Source: an optimization exercise on an open RTL-to-GDS flow (aim: small area). Production flows keep margins and buffers that such runs may drop. The RTL was checked by simulation tests, not by an equivalence proof against the original design. Power figures rest on the tool's default switching activity, not on a simulated workload.

==> flow/design.v (excerpt) <==
module c_top(
    input   logic           clk,
    input   logic           reset_i,
    input   logic   [31:0]  pc_i,
    input   logic   [31:0]  instr_i,
    input   logic           br_taken_i,
    output  logic   [31:0]  pc_realigned_o,
    output  logic           pc_half_o,
    output  logic           stall_o,
    output  logic   [31:0]  instr_o
);
Size: about 47 flip-flops, roughly 130 I/O pins.
clock: 10.0 ns
lec_check: 0
cap_margin: 20
core_margin: 2
core_utilization: 40
gpl_timing_driven: 0
slew_margin: 20
standard.sh (not shown) runs the stock make flow with config.mk's settings and CLKGATE_MAP_FILE= SYNTH_SCRIPT=/design/flow/synth_recipe.tcl, a recipe that flattens the netlist after the stock synthesis.
==> flow/flow/run.sh <==
#!/bin/bash
# Own layout flow: the standard ORFS flow (standard.sh) with these changes:
#  - synthesis maps the logic with area-oriented ABC scripts (see synth.tcl)
#    instead of ORFS's delay-oriented one; everything else in synthesis,
#    including register mapping and naming, is the standard flow's synthesis script;
#  - every port gets the smallest buffer (buf_1) rather than the default;
#  - the clock tree is built from clkbuf_8 alone, without dummy loads.
# Each step's full output goes to its own log in this folder.
set -euo pipefail
W=$(pwd)
F=$W/flow
export MY_ABC_SEEDS="1 2 3 4 5 6"
export MY_ABC_SECONDS=40
export BUFFER_PORTS_ARGS="-buffer_cell sky130_fd_sc_hd__buf_1"
# clock tree: clkbuf_8 only, no dummy load cells
export CTS_ARGS="-sink_clustering_enable -repair_clock_nets -dont_use_dummy_load -buf_list sky130_fd_sc_hd__clkbuf_8"
ARGS=(SYNTH_SCRIPT=$F/synth.tcl "BUFFER_PORTS_ARGS=$BUFFER_PORTS_ARGS")
bash standard.sh "${ARGS[@]}" synth > synth.log 2>&1
bash standard.sh "${ARGS[@]}" finish > layout.log 2>&1
==> flow/flow/synth.tcl <==
# The standard flow's synthesis script (synth_recipe.tcl), with ABC's delay-oriented
# mapping replaced by an area-oriented one: ABC's deep synthesis (&deepsyn)
# followed by area mapping (amap), tried with several random seeds; the
# smallest result is kept. Register mapping and naming are untouched.
proc synth {args} { yosys synth -nofsm -noshare {*}$args }
proc chip_area {} {
  set lib_args {}
  foreach lib $::env(LIB_FILES) { lappend lib_args -liberty $lib }
  set s [tee -q -s result.string stat {*}$lib_args]
  regexp {Chip area for module '[^']*': ([0-9.]+)} $s -> area
  return $area
}
proc abc {args} {
  set i [lsearch -exact $args -script]
  design -save pre_abc
  set best ""
  foreach seed $::env(MY_ABC_SEEDS) {
    set script $::env(RESULTS_DIR)/area_abc_$seed.script
    set f [open $script w]
    puts $f "strash\n&get -n\n&deepsyn -T $::env(MY_ABC_SECONDS) -S $seed\n&put\ndch -f\namap\ntopo"
    close $f
    design -load pre_abc
    lset args [expr {$i + 1}] $script
    yosys abc {*}$args
    set area [chip_area]
    puts "area-oriented ABC, seed $seed: chip area $area"
    if { $best eq "" || $area < $best } {
      set best $area
      design -save best_abc
    }
  }
  design -load best_abc
  puts "area-oriented ABC: kept chip area $best"
}
source $::env(SCRIPTS_DIR)/synth.tcl
# left out here: clear keep_hierarchy, flatten, clean up, hide names made inside functions, write 1_2_yosys.v
The first run finished clean.
Next try:
--- a/flow/flow/run.sh
+++ b/flow/flow/run.sh
@@ -10,5 +10,5 @@
 W=$(pwd)
 F=$W/flow
-export MY_ABC_SEEDS="1 2 3 4 5 6"
+export MY_ABC_SEEDS="1 2 3 4 5 6 7 8"
 export MY_ABC_SECONDS=40
 export BUFFER_PORTS_ARGS="-buffer_cell sky130_fd_sc_hd__buf_1"
--- a/flow/flow/synth.tcl
+++ b/flow/flow/synth.tcl
@@ -1,6 +1,7 @@
 # The standard flow's synthesis script (synth_recipe.tcl), with ABC's delay-oriented
 # mapping replaced by an area-oriented one: ABC's deep synthesis (&deepsyn)
-# followed by area mapping (amap), tried with several random seeds; the
-# smallest result is kept. Register mapping and naming are untouched.
+# followed by area mapping (amap), with and without structural choices,
+# tried with several random seeds; the smallest result is kept. Register
+# mapping and naming are untouched.
 proc synth {args} { yosys synth -nofsm -noshare {*}$args }
 proc chip_area {} {
@@ -16,7 +17,11 @@
   set best ""
   foreach seed $::env(MY_ABC_SEEDS) {
-    set script $::env(RESULTS_DIR)/area_abc_$seed.script
+  foreach choices {0 1} {
+    # with choices: structural choices (dch) before mapping; without: map
+    # deepsyn's network as it is
+    set script $::env(RESULTS_DIR)/area_abc_${seed}_$choices.script
     set f [open $script w]
-    puts $f "strash\n&get -n\n&deepsyn -T $::env(MY_ABC_SECONDS) -S $seed\n&put\ndch -f\namap\ntopo"
+    set map [expr {$choices ? "dch -f\namap" : "amap"}]
+    puts $f "strash\n&get -n\n&deepsyn -T $::env(MY_ABC_SECONDS) -S $seed\n&put\n$map\ntopo"
     close $f
     design -load pre_abc
@@ -24,9 +29,10 @@
     yosys abc {*}$args
     set area [chip_area]
-    puts "area-oriented ABC, seed $seed: chip area $area"
+    puts "area-oriented ABC, seed $seed, choices $choices: chip area $area"
     if { $best eq "" || $area < $best } {
       set best $area
       design -save best_abc
     }
+  }
   }
   design -load best_abc
SETUP_SLACK_MARGIN = 0.3   (was not set)
Synthesized area went down by 0.81%.
Final area barely changes.
Critical path depth went up by 7.
Sequential power hardly moves.
Power shrinks by 0.71%.
Synthesized cell count came out lower by 3.5%.
Combinational power stays flat.
Final cell count went down by 1.9%.
Worst setup slack improved by 0.43 ns.
Register-to-register slack got worse by 0.07 ns.
Next try:
--- a/flow/flow/run.sh
+++ b/flow/flow/run.sh
@@ -1,5 +1,5 @@
 #!/bin/bash
-# Own layout flow: the standard ORFS flow (standard.sh) with these changes:
-#  - synthesis maps the logic with area-oriented ABC scripts (see synth.tcl)
+# Own layout flow: the standard ORFS flow (standard.sh) with two changes:
+#  - synthesis maps the logic with an area-oriented ABC script (area.abc)
 #    instead of ORFS's delay-oriented one; everything else in synthesis,
 #    including register mapping and naming, is the standard flow's synthesis script;
@@ -10,6 +10,5 @@
 W=$(pwd)
 F=$W/flow
-export MY_ABC_SEEDS="1 2 3 4 5 6 7 8"
-export MY_ABC_SECONDS=40
+export MY_ABC_SCRIPT=$F/area.abc
 export BUFFER_PORTS_ARGS="-buffer_cell sky130_fd_sc_hd__buf_1"
 # clock tree: clkbuf_8 only, no dummy load cells
==> flow/flow/area.abc (new file) <==
strash
&get -n
&deepsyn -T 60
&put
dch -f
amap
topo
==> flow/flow/synth.tcl (replaced) <==
# The standard flow's synthesis script (synth_recipe.tcl), with ABC's mapping script
# replaced by flow/area.abc.
proc synth {args} { yosys synth -nofsm -noshare {*}$args }
proc abc {args} {
  set i [lsearch -exact $args -script]
  if { $i >= 0 } { lset args [expr {$i + 1}] $::env(MY_ABC_SCRIPT) }
  yosys abc {*}$args
}
source $::env(SCRIPTS_DIR)/synth.tcl
# left out here: clear keep_hierarchy, flatten, clean up, hide names made inside functions, write 1_2_yosys.v
GPL_TIMING_DRIVEN = not set   (was 0)
SETUP_SLACK_MARGIN = not set   (was 0.3)
=> The new run completed with no timing, DRC or antenna violations. Wire length goes up by about 7%. Sequential power is about the same. Total power goes up by about 3.4%.
Next try:
--- a/flow/flow/run.sh
+++ b/flow/flow/run.sh
@@ -1,5 +1,5 @@
 #!/bin/bash
-# Own layout flow: the standard ORFS flow (standard.sh) with two changes:
-#  - synthesis maps the logic with an area-oriented ABC script (area.abc)
+# Own layout flow: the standard ORFS flow (standard.sh) with these changes:
+#  - synthesis maps the logic with area-oriented ABC scripts (see synth.tcl)
 #    instead of ORFS's delay-oriented one; everything else in synthesis,
 #    including register mapping and naming, is the standard flow's synthesis script;
@@ -10,5 +10,6 @@
 W=$(pwd)
 F=$W/flow
-export MY_ABC_SCRIPT=$F/area.abc
+export MY_ABC_SEEDS="1 2 3 4 5 6 7 8 9 10"
+export MY_ABC_SECONDS=40
 export BUFFER_PORTS_ARGS="-buffer_cell sky130_fd_sc_hd__buf_1"
 # clock tree: clkbuf_8 only, no dummy load cells
==> flow/flow/synth.tcl (replaced) <==
# The standard flow's synthesis script (synth_recipe.tcl), with ABC's delay-oriented
# mapping replaced by an area-oriented one: ABC's deep synthesis (&deepsyn)
# followed by area mapping (amap), tried with several random seeds; the
# smallest result is kept. Register mapping and naming are untouched.
proc synth {args} { yosys synth -nofsm -noshare {*}$args }
proc chip_area {} {
  set lib_args {}
  foreach lib $::env(LIB_FILES) { lappend lib_args -liberty $lib }
  set s [tee -q -s result.string stat {*}$lib_args]
  regexp {Chip area for module '[^']*': ([0-9.]+)} $s -> area
  return $area
}
proc abc {args} {
  set i [lsearch -exact $args -script]
  design -save pre_abc
  set best ""
  foreach seed $::env(MY_ABC_SEEDS) {
    set script $::env(RESULTS_DIR)/area_abc_$seed.script
    set f [open $script w]
    puts $f "strash\n&get -n\n&deepsyn -T $::env(MY_ABC_SECONDS) -S $seed\n&put\ndch -f\namap\ntopo"
    close $f
    design -load pre_abc
    lset args [expr {$i + 1}] $script
    yosys abc {*}$args
    set area [chip_area]
    puts "area-oriented ABC, seed $seed: chip area $area"
    if { $best eq "" || $area < $best } {
      set best $area
      design -save best_abc
    }
  }
  design -load best_abc
  puts "area-oriented ABC: kept chip area $best"
}
source $::env(SCRIPTS_DIR)/synth.tcl
# left out here: clear keep_hierarchy, flatten, clean up, hide names made inside functions, write 1_2_yosys.v
GPL_TIMING_DRIVEN = 0   (was not set)
SETUP_SLACK_MARGIN = 0.2   (was not set)
removed: flow/flow/area.abc
The changed run ran to the end with no violations.
Cell count goes down by 5.0%.
Maximum frequency goes down by 9.9%.
Cell area goes down by 2.0%.
Next try:
--- a/flow/flow/run.sh
+++ b/flow/flow/run.sh
@@ -10,5 +10,5 @@
 W=$(pwd)
 F=$W/flow
-export MY_ABC_SEEDS="1 2 3 4 5 6 7 8 9 10"
+export MY_ABC_SEEDS="1 2 3 4 5 6"
 export MY_ABC_SECONDS=40
 export BUFFER_PORTS_ARGS="-buffer_cell sky130_fd_sc_hd__buf_1"
SETUP_SLACK_MARGIN = 0.3   (was 0.2)
The new run completed with no timing, DRC or antenna violations. Synthesized cell count stays the same. Synthesized area is unchanged. Design area stays flat. Wire length barely changes. Clock-buffer cell count stays the same. Global-route usage stays the same. Worst hold slack does not change. Setup slack is better by 0.46 ns. Cell count does not change.

== run B ==
Another version of the RTL of c_top (not shown whole).
Size: about 130 I/O pins, about 4500 µm² of cells after synthesis.
clock: 10.0 ns
lec_check: 0
cap_margin: 20
core_margin: 2
core_utilization: 40
slew_margin: 20
run.sh (not shown) runs the stock make flow with config.mk's settings and CLKGATE_MAP_FILE= SYNTH_SCRIPT=/design/flow/synth_recipe.tcl, a recipe that flattens the netlist after the stock synthesis.
Stock flow here: none of the scripts above is used.
Here is what was changed in the inputs of run A compared with run B.
==> flow/flow/run.sh (new file) <==
#!/bin/bash
# Own layout flow: the standard ORFS flow (standard.sh) with two changes:
#  - synthesis maps the logic with an area-oriented ABC script (area.abc)
#    instead of ORFS's delay-oriented one; everything else in synthesis,
#    including register mapping and naming, is the standard flow's synthesis script;
#  - every port gets the smallest buffer (buf_1) rather than the default.
# Each step's full output goes to its own log in this folder.
set -euo pipefail
W=$(pwd)
F=$W/flow
export MY_ABC_SCRIPT=$F/area.abc
export BUFFER_PORTS_ARGS="-buffer_cell sky130_fd_sc_hd__buf_1"
ARGS=(SYNTH_SCRIPT=$F/synth.tcl "BUFFER_PORTS_ARGS=$BUFFER_PORTS_ARGS")
bash standard.sh "${ARGS[@]}" synth > synth.log 2>&1
bash standard.sh "${ARGS[@]}" finish > layout.log 2>&1
==> flow/flow/area.abc (new file) <==
strash
&get -n
&deepsyn -T 60
&put
dch -f
map -a
topo
==> flow/flow/synth.tcl (new file) <==
# The standard flow's synthesis script (synth_recipe.tcl), with ABC's mapping script
# replaced by flow/area.abc.
proc synth {args} { yosys synth -nofsm -noshare {*}$args }
proc abc {args} {
  set i [lsearch -exact $args -script]
  if { $i >= 0 } { lset args [expr {$i + 1}] $::env(MY_ABC_SCRIPT) }
  yosys abc {*}$args
}
source $::env(SCRIPTS_DIR)/synth.tcl
# left out here: clear keep_hierarchy, flatten, clean up, hide names made inside functions, write 1_2_yosys.v
==> flow/standard.sh (new file) <==
#!/bin/bash
# synth_recipe.tcl (not shown) runs the flow's synth.tcl, then flattens the netlist and writes it again
# the make line also repeats each setting of config.mk as NAME=value (left out here)
make -C /OpenROAD-flow-scripts/flow DESIGN_CONFIG=/design/flow/config.mk WORK_HOME=/design/flow/orfs CLKGATE_MAP_FILE= SYNTH_SCRIPT=/design/flow/synth_recipe.tcl "${@:-finish}"
removed: flow/run.sh
--- outcome ---
Summary of the comparison: via count of the first global-routing pass is lower in run A, relative to run B. Note that the power recorded for run A amounts to 0.820 times the value seen in run B. Diff run B -> run A | combinational share of power | decrease of 11 points. Comparing run A and run B, final standard cell count with taps included and fillers excluded is lower on run A. Summary of the comparison: combinational group power is lower in run A, relative to run B. Result for run A and run B: all clean. Compared to run B, the routing of run A uses less wire. Run A vs run B — total via count after detailed routing dropped by more than 10%. Run A — core utilization 4.1 points lower, run B as reference.

amber:
The RTL this note starts from:
==> flow/design.v <==
module c_decode (
    input  logic [31:0] inst,
    input  logic        pc,
    output logic        next_comp16,
    output logic [31:0] compressed_inst_out
);
    logic [15:0] c;
    logic [2:0]  f3;
    logic [4:0]  rd, rs2, rdp, rs1p;
    logic [11:0] imm6;
    logic [19:0] jimm;
    logic [11:0] bimm;
    logic [31:0] x;
    localparam logic [31:0] NOP = 32'h0000_0013;
    assign c    = pc ? inst[31:16] : inst[15:0];
    assign f3   = c[15:13];
    assign rd   = c[11:7];
    assign rs2  = c[6:2];
    assign rdp  = {2'b01, c[4:2]};
    assign rs1p = {2'b01, c[9:7]};
    assign imm6 = {{7{c[12]}}, c[6:2]};
    assign jimm = {{9{c[12]}}, c[8], c[10:9], c[6], c[7], c[2], c[11], c[5:3], 1'b0};
    assign bimm = {{4{c[12]}}, c[6:5], c[2], c[11:10], c[4:3], 1'b0};
    assign next_comp16 = (c != 16'h0) & (c[1:0] != 2'b11);
    always_comb begin
        x = NOP;
        casez (c[1:0])
        2'b00: case (f3)
            3'b000: x = {c[10:7], c[12:11], c[5], c[6], 4'b0, 5'h02, 3'b000, rdp, 7'b0010011};
            3'b010: x = {5'b0, c[5], c[12:10], c[6], 2'b0, rs1p, 3'b010, rdp, 7'b0000011};
            3'b110: x = {5'b0, c[5], c[12], rdp, rs1p, 3'b010, c[11:10], c[6], 2'b0, 7'b0100011};
            default: x = NOP;
            endcase
        2'b?1: case (f3)
            3'b000: x = (rd == 5'b0) ? NOP : {imm6, rd, 3'b000, rd, 7'b0010011};
            3'b001: x = {jimm[19], jimm[9:0], jimm[10], jimm[18:11], 5'h01, 7'b1101111};
            3'b010: x = {imm6, 5'h00, 3'b000, rd, 7'b0010011};
            3'b011: x = (rd == 5'h02) ? {{11{c[12]}}, c[4:3], c[5], c[2], c[6], 4'b0, 5'h02, 7'b0110111}
                                      : {{3{c[12]}}, c[6:2], 12'b0, rd, 7'b0110111};
            3'b100: case (c[11:10])
                2'b00: x = {7'b0000000, c[6:2], rs1p, 3'b101, rs1p, 7'b0010011};
                2'b01: x = {7'b0100000, c[6:2], rs1p, 3'b101, rs1p, 7'b0010011};
                2'b10: x = {imm6, rs1p, 3'b111, rs1p, 7'b0010011};
                2'b11: case (c[6:5])
                    2'b00: x = {7'b0100000, rdp, rs1p, 3'b000, rs1p, 7'b0110011};
                    2'b01: x = {7'b0000000, rdp, rs1p, 3'b100, rs1p, 7'b0110011};
                    2'b10: x = {7'b0000000, rdp, rs1p, 3'b110, rs1p, 7'b0110011};
                    2'b11: x = {7'b0000000, rdp, rs1p, 3'b111, rs1p, 7'b0110011};
                    endcase
                endcase
            3'b101: x = {jimm[19], jimm[9:0], jimm[10], jimm[18:11], 5'h00, 7'b1101111};
            3'b110: x = {bimm[11], bimm[9:4], 5'h00, rs1p, 3'b000, bimm[3:0], bimm[10], 7'b1100011};
            3'b111: x = {bimm[11], bimm[9:4], 5'h00, rs1p, 3'b001, bimm[3:0], bimm[10], 7'b1100011};
            endcase
        2'b10: case (f3)
            3'b000: x = {7'b0, c[6:2], rd, 3'b001, rd, 7'b0010011};
            3'b010: x = {4'b0, c[3:2], c[12], c[6:4], 2'b0, 5'h02, 3'b010, rd, 7'b0000011};
            3'b100: if (!c[12]) x = (rs2 == 5'h0 && rd != 5'h0) ? {12'h0, rd, 3'b000, 5'h00, 7'b1100111}
                                                               : {7'b0, rs2, 5'h00, 3'b000, rd, 7'b0110011};
                    else if (rs2 == 5'h0) x = (rd == 5'h0) ? 32'h0010_0073 : {12'h0, rd, 3'b000, 5'h01, 7'b1100111};
                    else x = {7'b0, rs2, rd, 3'b000, rd, 7'b0110011};
            3'b110: x = {4'b0, c[8:7], c[12], rs2, 5'h02, 3'b010, c[11:9], 2'b0, 7'b0100011};
            default: x = NOP;
            endcase
        endcase
    end
    assign compressed_inst_out = next_comp16 ? x : inst;
endmodule
module c_misalign (
    input   logic           clk,
    input   logic           reset,
    input   logic           sel_for_branch,
    input   logic   [31:0]  inst_in,
    output  logic           st_s0,
    output  logic           st_s1,
    output  logic   [29:0]  split_inst
);
    logic [15:0] conc_lo;
    logic [13:0] conc_hi;
    logic        mis_d;
    logic [13:0] upper;
    logic        st_a, st_b;        
    logic        is_mis, s2;
    assign is_mis     = inst_in[17] & inst_in[16];
    assign st_s1      = st_a;
    assign st_s0      = ~st_a & ~st_b;
    assign s2         = ~st_a & st_b;
    assign split_inst = {conc_lo, upper};
    always_ff @(posedge clk) begin
        conc_lo <= inst_in[15:0];
        conc_hi <= inst_in[31:18];
        mis_d   <= is_mis;
        if (!(st_a & st_b)) upper <= conc_hi;
    end
    always_ff @(posedge clk) begin
        if (reset) begin
            st_a <= 1'b0;
            st_b <= 1'b0;
        end else begin
            st_a <= (st_s0 & is_mis) | (s2 & ~sel_for_branch & mis_d);
            st_b <= (st_a & ~sel_for_branch) | (s2 & ~sel_for_branch & mis_d);
        end
    end
endmodule
module c_top(
    input   logic           clk,
    input   logic           reset_i,
    input   logic   [31:0]  pc_i,
    input   logic   [31:0]  instr_i,
    input   logic           br_taken_i,
    output  logic   [31:0]  pc_realigned_o,
    output  logic           pc_half_o,
    output  logic           stall_o,
    output  logic   [31:0]  instr_o
);
    logic        s0, s1;
    logic [29:0] split_inst;
    logic        comp16;
    logic [31:0] expanded;
    c_misalign misalign (
        .clk            (clk),
        .reset          (reset_i),
        .sel_for_branch (br_taken_i),
        .inst_in        (instr_i),
        .st_s0          (s0),
        .st_s1          (s1),
        .split_inst     (split_inst)
    );
    c_decode decode (
        .inst                (instr_i),
        .pc                  (pc_i[1]),
        .next_comp16         (comp16),
        .compressed_inst_out (expanded)
    );
    assign stall_o        = s1;
    logic [31:1] carry;
    assign pc_realigned_o[0] = pc_i[0];
    genvar i;
    for (i = 1; i < 31; i++) begin : g_inc
        logic co;
        assign {co, pc_realigned_o[i]} = pc_i[i] + carry[i];
        if (i != 15) assign carry[i+1] = co;
    end
    assign carry[1]  = s1;
    assign carry[16] = s1 & (&pc_i[15:1]);
    assign pc_realigned_o[31] = pc_i[31] ^ carry[31];
    assign pc_half_o      = s0 & comp16;
    assign instr_o        = s0 ? expanded : s1 ? 32'h0000_0013 : {split_inst, 2'b11};
endmodule
Settings: LEC_CHECK=0, CAP_MARGIN=20, CORE_MARGIN=2, CORE_UTILIZATION=55, GPL_TIMING_DRIVEN=0, PLACE_DENSITY=0.7, SETUP_SLACK_MARGIN=0.3, SLEW_MARGIN=20; clock period 10.0 ns.
standard.sh (not shown) runs the stock make flow with config.mk's settings and CLKGATE_MAP_FILE= SYNTH_SCRIPT=/design/flow/synth_recipe.tcl, a recipe that flattens the netlist after the stock synthesis.
==> flow/flow/run.sh <==
#!/bin/bash
# Own layout flow: the standard ORFS flow (standard.sh) with these changes:
#  - synthesis maps the logic with area-oriented ABC scripts (see synth.tcl)
#    instead of ORFS's delay-oriented one; everything else in synthesis,
#    including register mapping and naming, is the standard flow's synthesis script;
#  - every port gets the smallest buffer (buf_1) rather than the default;
#  - the clock tree is built from clkbuf_8 alone, without dummy loads.
# Each step's full output goes to its own log in this folder.
set -euo pipefail
W=$(pwd)
F=$W/flow
export MY_ABC_SEEDS="1 2 3 4 5 6"
export MY_ABC_SECONDS=40
export BUFFER_PORTS_ARGS="-buffer_cell sky130_fd_sc_hd__buf_1"
# clock tree: clkbuf_8 only, no dummy load cells
export CTS_ARGS="-sink_clustering_enable -repair_clock_nets -dont_use_dummy_load -buf_list sky130_fd_sc_hd__clkbuf_8"
ARGS=(SYNTH_SCRIPT=$F/synth.tcl "BUFFER_PORTS_ARGS=$BUFFER_PORTS_ARGS")
bash standard.sh "${ARGS[@]}" synth > synth.log 2>&1
bash standard.sh "${ARGS[@]}" finish > layout.log 2>&1
==> flow/flow/synth.tcl <==
# The standard flow's synthesis script (synth_recipe.tcl), with ABC's delay-oriented
# mapping replaced by an area-oriented one: ABC's deep synthesis (&deepsyn)
# followed by area mapping (amap), tried with several random seeds; the
# smallest result is kept. Register mapping and naming are untouched.
proc synth {args} { yosys synth -nofsm -noshare {*}$args }
proc chip_area {} {
  set lib_args {}
  foreach lib $::env(LIB_FILES) { lappend lib_args -liberty $lib }
  set s [tee -q -s result.string stat {*}$lib_args]
  regexp {Chip area for module '[^']*': ([0-9.]+)} $s -> area
  return $area
}
proc abc {args} {
  set i [lsearch -exact $args -script]
  design -save pre_abc
  set best ""
  foreach seed $::env(MY_ABC_SEEDS) {
    set script $::env(RESULTS_DIR)/area_abc_$seed.script
    set f [open $script w]
    puts $f "strash\n&get -n\n&deepsyn -T $::env(MY_ABC_SECONDS) -S $seed\n&put\ndch -f\namap\ntopo"
    close $f
    design -load pre_abc
    lset args [expr {$i + 1}] $script
    yosys abc {*}$args
    set area [chip_area]
    puts "area-oriented ABC, seed $seed: chip area $area"
    if { $best eq "" || $area < $best } {
      set best $area
      design -save best_abc
    }
  }
  design -load best_abc
  puts "area-oriented ABC: kept chip area $best"
}
source $::env(SCRIPTS_DIR)/synth.tcl
# left out here: clear keep_hierarchy, flatten, clean up, hide names made inside functions, write 1_2_yosys.v
## Diff of input files: xenon against amber
Settings: clearing PLACE_DENSITY, which used to be 0.7; swapping 55 for 40 in CORE_UTILIZATION.
-- flow/flow/run.sh --
<<< amber, line 12
export MY_ABC_SEEDS="1 2 3 4 5 6"
>>> xenon, line 12
export MY_ABC_SEEDS="1 2 3 4 5"
-- flow/flow/synth.tcl --
<<< amber, line 3
# followed by area mapping (amap), tried with several random seeds; the
# smallest result is kept. Register mapping and naming are untouched.
>>> xenon, line 3
# followed by area mapping (amap), with and without structural choices,
# tried with several random seeds; the smallest result is kept. Register
# mapping and naming are untouched.
<<< amber, line 18
    set script $::env(RESULTS_DIR)/area_abc_$seed.script
>>> xenon, line 19
  foreach choices {0 1} {
    # with choices: structural choices (dch) before mapping; without: map
    # deepsyn's network as it is
    set script $::env(RESULTS_DIR)/area_abc_${seed}_$choices.script
<<< amber, line 20
    puts $f "strash\n&get -n\n&deepsyn -T $::env(MY_ABC_SECONDS) -S $seed\n&put\ndch -f\namap\ntopo"
>>> xenon, line 24
    set map [expr {$choices ? "dch -f\namap" : "amap"}]
    puts $f "strash\n&get -n\n&deepsyn -T $::env(MY_ABC_SECONDS) -S $seed\n&put\n$map\ntopo"
<<< amber, line 26
    puts "area-oriented ABC, seed $seed: chip area $area"
>>> xenon, line 31
    puts "area-oriented ABC, seed $seed, choices $choices: chip area $area"
<<< amber, line 31
>>> xenon, line 36
  }
==> summary.txt <==
- xenon: PASS, flow complete, no timing, DRC or antenna violations
- Time the final worst path needs with I/O delays and setup: xenon and amber compared, higher one is amber
- The combinational group share of total power reported for xenon is greater than that of amber by 0.2 points.
- Worst-case headroom to the max-slew limit, xenon and amber: higher on xenon
- The number of cells upsized or downsized after cts in xenon was higher than what amber gave.
- On xenon: met2 track demand over resource in global routing is 15 points lower than what amber gave.
- In xenon the final critical-path setup slack turned out 480 ps higher than in amber.
Modified inputs, indigo compared to xenon
Settings: CORE_UTILIZATION: 40 -> 65; PLACE_DENSITY: unset -> 0.75; SETUP_SLACK_MARGIN: 0.3 -> unset; GPL_TIMING_DRIVEN: 0 -> unset.
-- flow/flow/run.sh --
<<< xenon, line 2
# Own layout flow: the standard ORFS flow (standard.sh) with these changes:
#  - synthesis maps the logic with area-oriented ABC scripts (see synth.tcl)
>>> indigo, line 2
# Own layout flow: the standard ORFS flow (standard.sh) with two changes:
#  - synthesis maps the logic with an area-oriented ABC script (area.abc)
<<< xenon, line 12
export MY_ABC_SEEDS="1 2 3 4 5"
export MY_ABC_SECONDS=40
>>> indigo, line 12
export MY_ABC_SCRIPT=$F/area.abc
==> flow/flow/area.abc (new file) <==
strash
&get -n
&deepsyn -T 60
&put
dch -f
amap
topo
==> flow/flow/synth.tcl <==
# The standard flow's synthesis script (synth_recipe.tcl), with ABC's mapping script
# replaced by flow/area.abc.
proc synth {args} { yosys synth -nofsm -noshare {*}$args }
proc abc {args} {
  set i [lsearch -exact $args -script]
  if { $i >= 0 } { lset args [expr {$i + 1}] $::env(MY_ABC_SCRIPT) }
  yosys abc {*}$args
}
source $::env(SCRIPTS_DIR)/synth.tcl
# left out here: clear keep_hierarchy, flatten, clean up, hide names made inside functions, write 1_2_yosys.v
Findings:
indigo against xenon: instance area at placement flat; portion of total power attributed to the clock network decreased by 1.0 points relative to the old numbers. indigo: combined buffer and inverter count along the critical path higher than xenon. Taking xenon as the reference, in indigo switching power share of the total held steady, synthesis-to-layout area growth down 2.7 points, I/O pin count ~0 delta.
diff inputs: indigo => sierra
Settings: SLEW_MARGIN: 20 -> 5; GPL_TIMING_DRIVEN: unset -> 0; PLACE_DENSITY: 0.75 -> unset; CAP_MARGIN: 20 -> 5; CORE_UTILIZATION: 65 -> 40; SETUP_SLACK_MARGIN: unset -> 0.3.
-- flow/flow/run.sh --
<<< indigo, line 2
# Own layout flow: the standard ORFS flow (standard.sh) with two changes:
#  - synthesis maps the logic with an area-oriented ABC script (area.abc)
>>> sierra, line 2
# Own layout flow: the standard ORFS flow (standard.sh) with these changes:
#  - synthesis maps the logic with area-oriented ABC scripts (see synth.tcl)
<<< indigo, line 12
export MY_ABC_SCRIPT=$F/area.abc
>>> sierra, line 12
export MY_ABC_SEEDS="1 2 3 4 5 6"
export MY_ABC_SECONDS=40
==> flow/flow/synth.tcl <==
# The standard flow's synthesis script (synth_recipe.tcl), with ABC's delay-oriented
# mapping replaced by an area-oriented one: ABC's deep synthesis (&deepsyn)
# followed by area mapping (amap), tried with several random seeds; the
# smallest result is kept. Register mapping and naming are untouched.
proc synth {args} { yosys synth -nofsm -noshare {*}$args }
proc chip_area {} {
  set lib_args {}
  foreach lib $::env(LIB_FILES) { lappend lib_args -liberty $lib }
  set s [tee -q -s result.string stat {*}$lib_args]
  regexp {Chip area for module '[^']*': ([0-9.]+)} $s -> area
  return $area
}
proc abc {args} {
  set i [lsearch -exact $args -script]
  design -save pre_abc
  set best ""
  foreach seed $::env(MY_ABC_SEEDS) {
    set script $::env(RESULTS_DIR)/area_abc_$seed.script
    set f [open $script w]
    puts $f "strash\n&get -n\n&deepsyn -T $::env(MY_ABC_SECONDS) -S $seed\n&put\ndch -f\namap\ntopo"
    close $f
    design -load pre_abc
    lset args [expr {$i + 1}] $script
    yosys abc {*}$args
    set area [chip_area]
    puts "area-oriented ABC, seed $seed: chip area $area"
    if { $best eq "" || $area < $best } {
      set best $area
      design -save best_abc
    }
  }
  design -load best_abc
  puts "area-oriented ABC: kept chip area $best"
}
source $::env(SCRIPTS_DIR)/synth.tcl
# left out here: clear keep_hierarchy, flatten, clean up, hide names made inside functions, write 1_2_yosys.v
removed: flow/flow/area.abc
- sierra completed every stage of the flow, and the final layout passed the timing, DRC and antenna checks.
- NOTE: sequential share of layout area in sierra falls short of that of indigo
- sierra and indigo ended up with roughly the same post-synthesis share of cell area spent on full adders, half adders and majority gates.
- Re wire length after detailed routing: indigo was lower than sierra.
- In the tables for sierra and indigo, final-layout fill cell count reads higher with sierra.
- Compared with indigo, sierra shows a lower maximum frequency.
- indigo → sierra: total power +0.38%, hold slack went down by 8.6 ps, final non-filler cell total increased by about 6% relative to the old numbers, worst clock skew on the final layout shows an increase of 5.9 ps.
- In the reports for sierra and indigo, the smaller minimum period implied by the final worst setup slack belongs to indigo.

-- re-timing with driven ports --
In the flow no input, the clock included, has a driving cell. The finished layouts below were timed again as built, in two steps. Step 1 (the two cells are an assumption about what drives the block):
set clk [get_ports {clk}]
set_driving_cell -lib_cell sky130_fd_sc_hd__clkbuf_16 $clk
set_driving_cell -lib_cell sky130_fd_sc_hd__buf_2 [delete_from_list [all_inputs] $clk]
Step 2 also shifts input and output timing later by t, the mid clock arrival at the registers, as if the neighbouring blocks saw the same clock. a / b / c = ideal ports / drivers / drivers and shift; a / b = the first two.
run	shift t [ns]	setup WS [ns]	worst register clock-pin slew, ns
the first run of note 1	0.325	0.280 / 0.245 / 0.245	0.09 / 0.09
the second run of note 1	0.323	0.707 / 0.683 / 0.683	0.09 / 0.09
the third run of note 1	0.332	1.381 / 1.360 / 1.360	0.10 / 0.10
the fourth run of note 1	0.330	0.437 / 0.411 / 0.411	0.09 / 0.09
the fifth run of note 1	0.330	0.899 / 0.875 / 0.875	0.09 / 0.09
run B	0.370	2.198 / 2.170 / 2.170	0.10 / 0.10
run A	0.333	1.616 / 1.594 / 1.594	0.09 / 0.09
amber	0.338	0.331 / 0.298 / 0.298	0.09 / 0.09
xenon	0.330	0.807 / 0.784 / 0.784	0.09 / 0.09
indigo	0.323	1.310 / 1.281 / 1.281	0.08 / 0.08
sierra	0.329	1.110 / 1.087 / 1.087	0.09 / 0.09
After both steps setup and hold are still met in every run listed. For the first run of note 1, which loses most, drivers alone change the setup slack by -0.035 ns; drivers and shift together by -0.035 ns.
